This is an optimization exercise on Yosys and OpenROAD, whose aim is small area, not a production implementation.
Only simulation tests tie the RTL to the original design; equivalence was not proved.
No activity file was given, so power comes from the tool's default toggle rates.

## old
==> flow/design.v <==
module ip_tile_daniel_garcia #(
parameter REG_WIDTH = 32,
parameter CSR_IN_WIDTH = 16,
parameter CSR_OUT_WIDTH = 16)
(
input wire clk,
input wire arst_n,
input wire [CSR_IN_WIDTH-1:0] csr_in,
input wire  [REG_WIDTH - 1:0] data_reg_a,
input wire  [REG_WIDTH - 1:0] data_reg_b,
output wire [REG_WIDTH - 1:0] data_reg_c,
output wire [CSR_OUT_WIDTH-1:0] csr_out,
output wire csr_in_re,
output wire csr_out_we
);
  assign csr_out = csr_in;
  assign csr_in_re = 1'b0;
  assign csr_out_we = 1'b0;
  wire en = csr_in[15];
  wire op = csr_in[4];
  wire        sa = data_reg_a[31];
  wire        sb = data_reg_b[31];
  wire [7:0]  ea = data_reg_a[30:23];
  wire [7:0]  eb = data_reg_b[30:23];
  wire [22:0] fa = data_reg_a[22:0];
  wire [22:0] fb = data_reg_b[22:0];
  wire a_ff = &ea, b_ff = &eb;
  wire a_nz = |fa, b_nz = |fb;
  wire a_zero = ~|ea & ~a_nz, b_zero = ~|eb & ~b_nz;
  wire a_nan = a_ff & a_nz, b_nan = b_ff & b_nz;
  wire sbo    = sb ^ op;
  wire effsub = sa ^ sbo;
  wire [8:0] d   = {1'b0, ea} - {1'b0, eb};
  wire       elt = d[8];                        
  wire [4:0] dn  = ~d[4:0] + 5'd1;              
  wire [4:0] ad  = elt ? dn : d[4:0];
  wire       big = elt ? ~(&d[7:5] & |d[4:0]) : |d[7:5];
  wire force_nan = a_nan | b_nan | (a_ff & b_ff & effsub);
  wire kill = a_ff | b_ff | a_zero | b_zero | big;
  wire selb = elt | a_zero;
  wire        s0_s  = force_nan ? 1'b0 : (a_zero & b_zero) ? (sa & sb) : (selb ? sbo : sa);
  wire [7:0]  s0_e  = force_nan ? 8'hFF : (selb ? eb : ea);
  wire [22:0] s0_lf = force_nan ? 23'h400000 : (selb ? fb : fa);
  wire [22:0] s0_sf = selb ? fa : fb;
  wire [4:0]  s0_sh = kill ? 5'd31 : ad;
  wire        s0_z  = sa & sb;
  reg         r1_s, r1_sub, r1_z;
  reg  [7:0]  r1_e;
  reg  [22:0] r1_lf, r1_sf;
  reg  [4:0]  r1_sh;
  always @(posedge clk) begin
    r1_s   <= s0_s;
    r1_e   <= s0_e;
    r1_lf  <= s0_lf;
    r1_sf  <= s0_sf;
    r1_sh  <= s0_sh;
    r1_sub <= effsub;
    r1_z   <= s0_z;
  end
  wire [26:0] lm  = {1'b1, r1_lf, 3'b000};
  wire [26:0] sm  = {1'b1, r1_sf, 3'b000} >> r1_sh;
  wire [27:0] sum = {1'b0, lm} + {1'b0, sm ^ {27{r1_sub}}} + {27'd0, r1_sub};
  reg         r2_s, r2_c, r2_n, r2_z;
  reg  [7:0]  r2_e;
  reg  [26:0] r2_r;
  always @(posedge clk) begin
    r2_s <= r1_s;
    r2_e <= r1_e;
    r2_c <= sum[27] & ~r1_sub;                  
    r2_n <= ~sum[27] & r1_sub;                  
    r2_r <= sum[26:0];
    r2_z <= r1_z;
  end
  wire        zero  = ~|r2_r & ~r2_c;           
  wire [22:0] mant1 = r2_c ? r2_r[26:4] : (r2_r[25:3] ^ {23{r2_n}});
  wire [2:0]  grs   = r2_c ? r2_r[3:1]  : r2_r[2:0];
  wire        inc   = r2_n | (grs[2] & (grs[1] | grs[0] | mant1[0]));
  wire [22:0] mant  = mant1 + {22'd0, inc};
  wire        fbit  = r2_c | (r2_r[26] & ~r2_n);
  reg         r3_s, r3_c;
  reg  [7:0]  r3_e;
  reg  [23:0] r3_m;
  always @(posedge clk) begin
    r3_s <= zero ? r2_z : (r2_s ^ r2_n);
    r3_e <= zero ? 8'd0 : r2_e;
    r3_c <= r2_c;
    r3_m <= {fbit, mant};
  end
  wire [23:0] n0 = r3_m;
  wire z4 = ~|n0[23:8];
  wire [23:0] n1 = z4 ? {n0[7:0], 16'd0} : n0;
  wire z3 = ~|n1[23:16];
  wire [23:0] n2 = z3 ? {n1[15:0], 8'd0} : n1;
  wire z2 = ~|n2[23:20];
  wire [23:0] n3 = z2 ? {n2[19:0], 4'd0} : n2;
  wire z1 = ~|n3[23:22];
  wire [23:0] n4 = z1 ? {n3[21:0], 2'd0} : n3;
  wire z0 = ~n4[23];
  wire [23:0] n5 = z0 ? {n4[22:0], 1'd0} : n4;
  wire nz = n5[23];
  wire [4:0] z = {z4, z3, z2, z1, z0} & {5{nz}};
  wire [7:0] ex = r3_e + (r3_c ? 8'd0 : ~{3'd0, z}) + 8'd1;
  reg  [31:0] r4;
  always @(posedge clk)
    r4 <= {r3_s, ex, n5[22:0]};
  reg  [31:0] r5;
  always @(posedge clk)
    r5 <= r4;
  reg  [4:0]  en_r;
  reg  [31:0] c_r;
  always @(posedge clk or negedge arst_n)
    if (!arst_n)
      en_r <= 5'd0;
    else
      en_r <= {en_r[3:0], en};
  always @(posedge clk or negedge arst_n)
    if (!arst_n)
      c_r <= 32'd0;
    else if (en_r[4])
      c_r <= r5;
  assign data_reg_c = c_r;
endmodule
Settings: LEC_CHECK=0, CAP_MARGIN=20, CORE_MARGIN=2, CORE_UTILIZATION=40, SLEW_MARGIN=20; clock period 5.0 ns.
run.sh (not shown) runs the stock make flow with config.mk's settings and CLKGATE_MAP_FILE= SYNTH_SCRIPT=/design/flow/synth_recipe.tcl, a recipe that flattens the netlist after the stock synthesis.
diff inputs: old => new
==> flow/design.v <==
module ip_tile_daniel_garcia #(
parameter REG_WIDTH = 32,
parameter CSR_IN_WIDTH = 16,
parameter CSR_OUT_WIDTH = 16)
(
input wire clk,
input wire arst_n,
input wire [CSR_IN_WIDTH-1:0] csr_in,
input wire  [REG_WIDTH - 1:0] data_reg_a,
input wire  [REG_WIDTH - 1:0] data_reg_b,
output wire [REG_WIDTH - 1:0] data_reg_c,
output wire [CSR_OUT_WIDTH-1:0] csr_out,
output wire csr_in_re,
output wire csr_out_we
);
  assign csr_out = csr_in;
  assign csr_in_re = 1'b0;
  assign csr_out_we = 1'b0;
  wire en = csr_in[15];
  wire op = csr_in[4];
  wire        sa = data_reg_a[31];
  wire        sb = data_reg_b[31];
  wire [7:0]  ea = data_reg_a[30:23];
  wire [7:0]  eb = data_reg_b[30:23];
  wire [22:0] fa = data_reg_a[22:0];
  wire [22:0] fb = data_reg_b[22:0];
  wire a_ff = &ea, b_ff = &eb;
  wire a_00 = ~|ea, b_00 = ~|eb;
  wire a_nz = |fa, b_nz = |fb;
  wire a_nan = a_ff & a_nz, b_nan = b_ff & b_nz;
  wire a_inf = a_ff & ~a_nz, b_inf = b_ff & ~b_nz;
  wire a_zero = a_00 & ~a_nz, b_zero = b_00 & ~b_nz;
  wire sbo    = sb ^ op;
  wire effsub = sa ^ sbo;
  wire mag_lt = data_reg_a[30:0] < data_reg_b[30:0];
  wire mag_eq = data_reg_a[30:0] == data_reg_b[30:0];
  wire naninf     = a_ff | b_ff;
  wire force_nan  = a_nan | b_nan | (a_inf & b_inf & effsub);
  wire force_zero = ~naninf & mag_eq & (effsub | a_zero);
  wire kill       = naninf | a_zero | b_zero | (mag_eq & effsub);
  wire [8:0] dab = {1'b0, ea} - {1'b0, eb};
  wire [8:0] dba = {1'b0, eb} - {1'b0, ea};
  wire [7:0] ad  = mag_lt ? dba[7:0] : dab[7:0];
  wire        s0_s   = force_nan ? 1'b0 : force_zero ? (sa & sb) : (mag_lt ? sbo : sa);
  wire [7:0]  s0_e   = force_nan ? 8'hFF : force_zero ? 8'h00 : (mag_lt ? eb : ea);
  wire [22:0] s0_lf  = force_nan ? 23'h400000 : force_zero ? 23'h0 : (mag_lt ? fb : fa);
  wire [22:0] s0_sf  = mag_lt ? fa : fb;
  wire [4:0]  s0_sh  = (kill | (|ad[7:5])) ? 5'd31 : ad[4:0];
  reg         r1_s, r1_sub;
  reg  [7:0]  r1_e;
  reg  [22:0] r1_lf, r1_sf;
  reg  [4:0]  r1_sh;
  always @(posedge clk) begin
    r1_s   <= s0_s;
    r1_e   <= s0_e;
    r1_lf  <= s0_lf;
    r1_sf  <= s0_sf;
    r1_sh  <= s0_sh;
    r1_sub <= effsub;
  end
  wire [26:0] lm = {1'b1, r1_lf, 3'b000};
  wire [26:0] sm = {1'b1, r1_sf, 3'b000} >> r1_sh;
  wire [27:0] sum = {1'b0, lm} + {1'b0, sm ^ {27{r1_sub}}} + {27'd0, r1_sub};
  reg         r2_s, r2_c;
  reg  [7:0]  r2_e;
  reg  [26:0] r2_r;
  always @(posedge clk) begin
    r2_s <= r1_s;
    r2_e <= r1_e;
    r2_c <= sum[27] & ~r1_sub;
    r2_r <= sum[26:0];
  end
  wire [26:0] rm    = r2_c ? {1'b1, r2_r[26:1]} : r2_r;
  wire        fbit  = rm[26];
  wire [22:0] mant1 = rm[25:3];
  wire        rnd   = rm[2] & (rm[1] | rm[0] | mant1[0]);
  wire [22:0] mant  = mant1 + {22'd0, rnd};
  reg         r3_s, r3_c;
  reg  [7:0]  r3_e;
  reg  [23:0] r3_m;
  always @(posedge clk) begin
    r3_s <= r2_s;
    r3_e <= r2_e;
    r3_c <= r2_c;
    r3_m <= {fbit, mant};
  end
  wire [23:0] n0 = r3_m;
  wire z4 = ~|n0[23:8];
  wire [23:0] n1 = z4 ? {n0[7:0], 16'd0} : n0;
  wire z3 = ~|n1[23:16];
  wire [23:0] n2 = z3 ? {n1[15:0], 8'd0} : n1;
  wire z2 = ~|n2[23:20];
  wire [23:0] n3 = z2 ? {n2[19:0], 4'd0} : n2;
  wire z1 = ~|n3[23:22];
  wire [23:0] n4 = z1 ? {n3[21:0], 2'd0} : n3;
  wire z0 = ~n4[23];
  wire [23:0] n5 = z0 ? {n4[22:0], 1'd0} : n4;
  wire nz = n5[23];
  wire [4:0] z = {z4, z3, z2, z1, z0} & {5{nz}};
  wire [7:0] ex = r3_e + (r3_c ? 8'd0 : ~{3'd0, z}) + 8'd1;
  reg  [31:0] r4;
  always @(posedge clk)
    r4 <= {r3_s, ex, n5[22:0]};
  reg  [31:0] r5;
  always @(posedge clk)
    r5 <= r4;
  reg  [4:0]  en_r;
  reg  [31:0] c_r;
  always @(posedge clk or negedge arst_n)
    if (!arst_n)
      en_r <= 5'd0;
    else
      en_r <= {en_r[3:0], en};
  always @(posedge clk or negedge arst_n)
    if (!arst_n)
      c_r <= 32'd0;
    else if (en_r[4])
      c_r <= r5;
  assign data_reg_c = c_r;
endmodule
==> run notes <==
old → new: power dissipated in combinational cells went down by 9.1%; number of multi-input combinational cells increased about 2%; layout clock buffer count went up by about 27%; wire length of the first global-routing pass went up 2600 um; cell area after synthesis now sits higher.
Wire length is lower on old
Fraction of layout instances using a drive strength above 1 ended up 0.66 points higher on new than on old.
Higher core utilization was reported by old, not new.
Comparing new and old, the lower flip-flop and latch count after synthesis was measured on new.
Between new and old, the difference in met3 track utilization from global routing is negligible.

static timing again, ports no longer ideal:
In the flow no input, the clock included, has a driving cell. The finished layouts below were timed again as built, in two steps.
Step 1: set_driving_cell puts a clkbuf_16 on clk and a buf_2 on each other input, an assumption about the parent block.
Step 2 adds t to the input delays and takes it off the output delays; t is the mean of the earliest and latest rising clock arrival at the registers after step 1. Input paths then give back, and output paths get back, about the clock's delay inside the block.
Slacks: ideal / step 1 / step 2; pairs: ideal / step 1.
| run | t (ns) | setup slack, ns | worst setup path after step 2 | worst register clock-pin slew, ns | pins driven straight from the clock port |
|---|---|---|---|---|---|
| old | 0.581 | 0.669 / 0.669 / 0.566 | input to register | 0.07 / 0.07 | 1 |
| new | 0.591 | 0.433 / 0.433 / 0.235 | input to register | 0.07 / 0.07 | 1 |
After both steps every run listed still meets setup and hold. The setup slack of new, which loses most, moves by 0.000 ns with the drivers and by -0.198 ns with both steps.
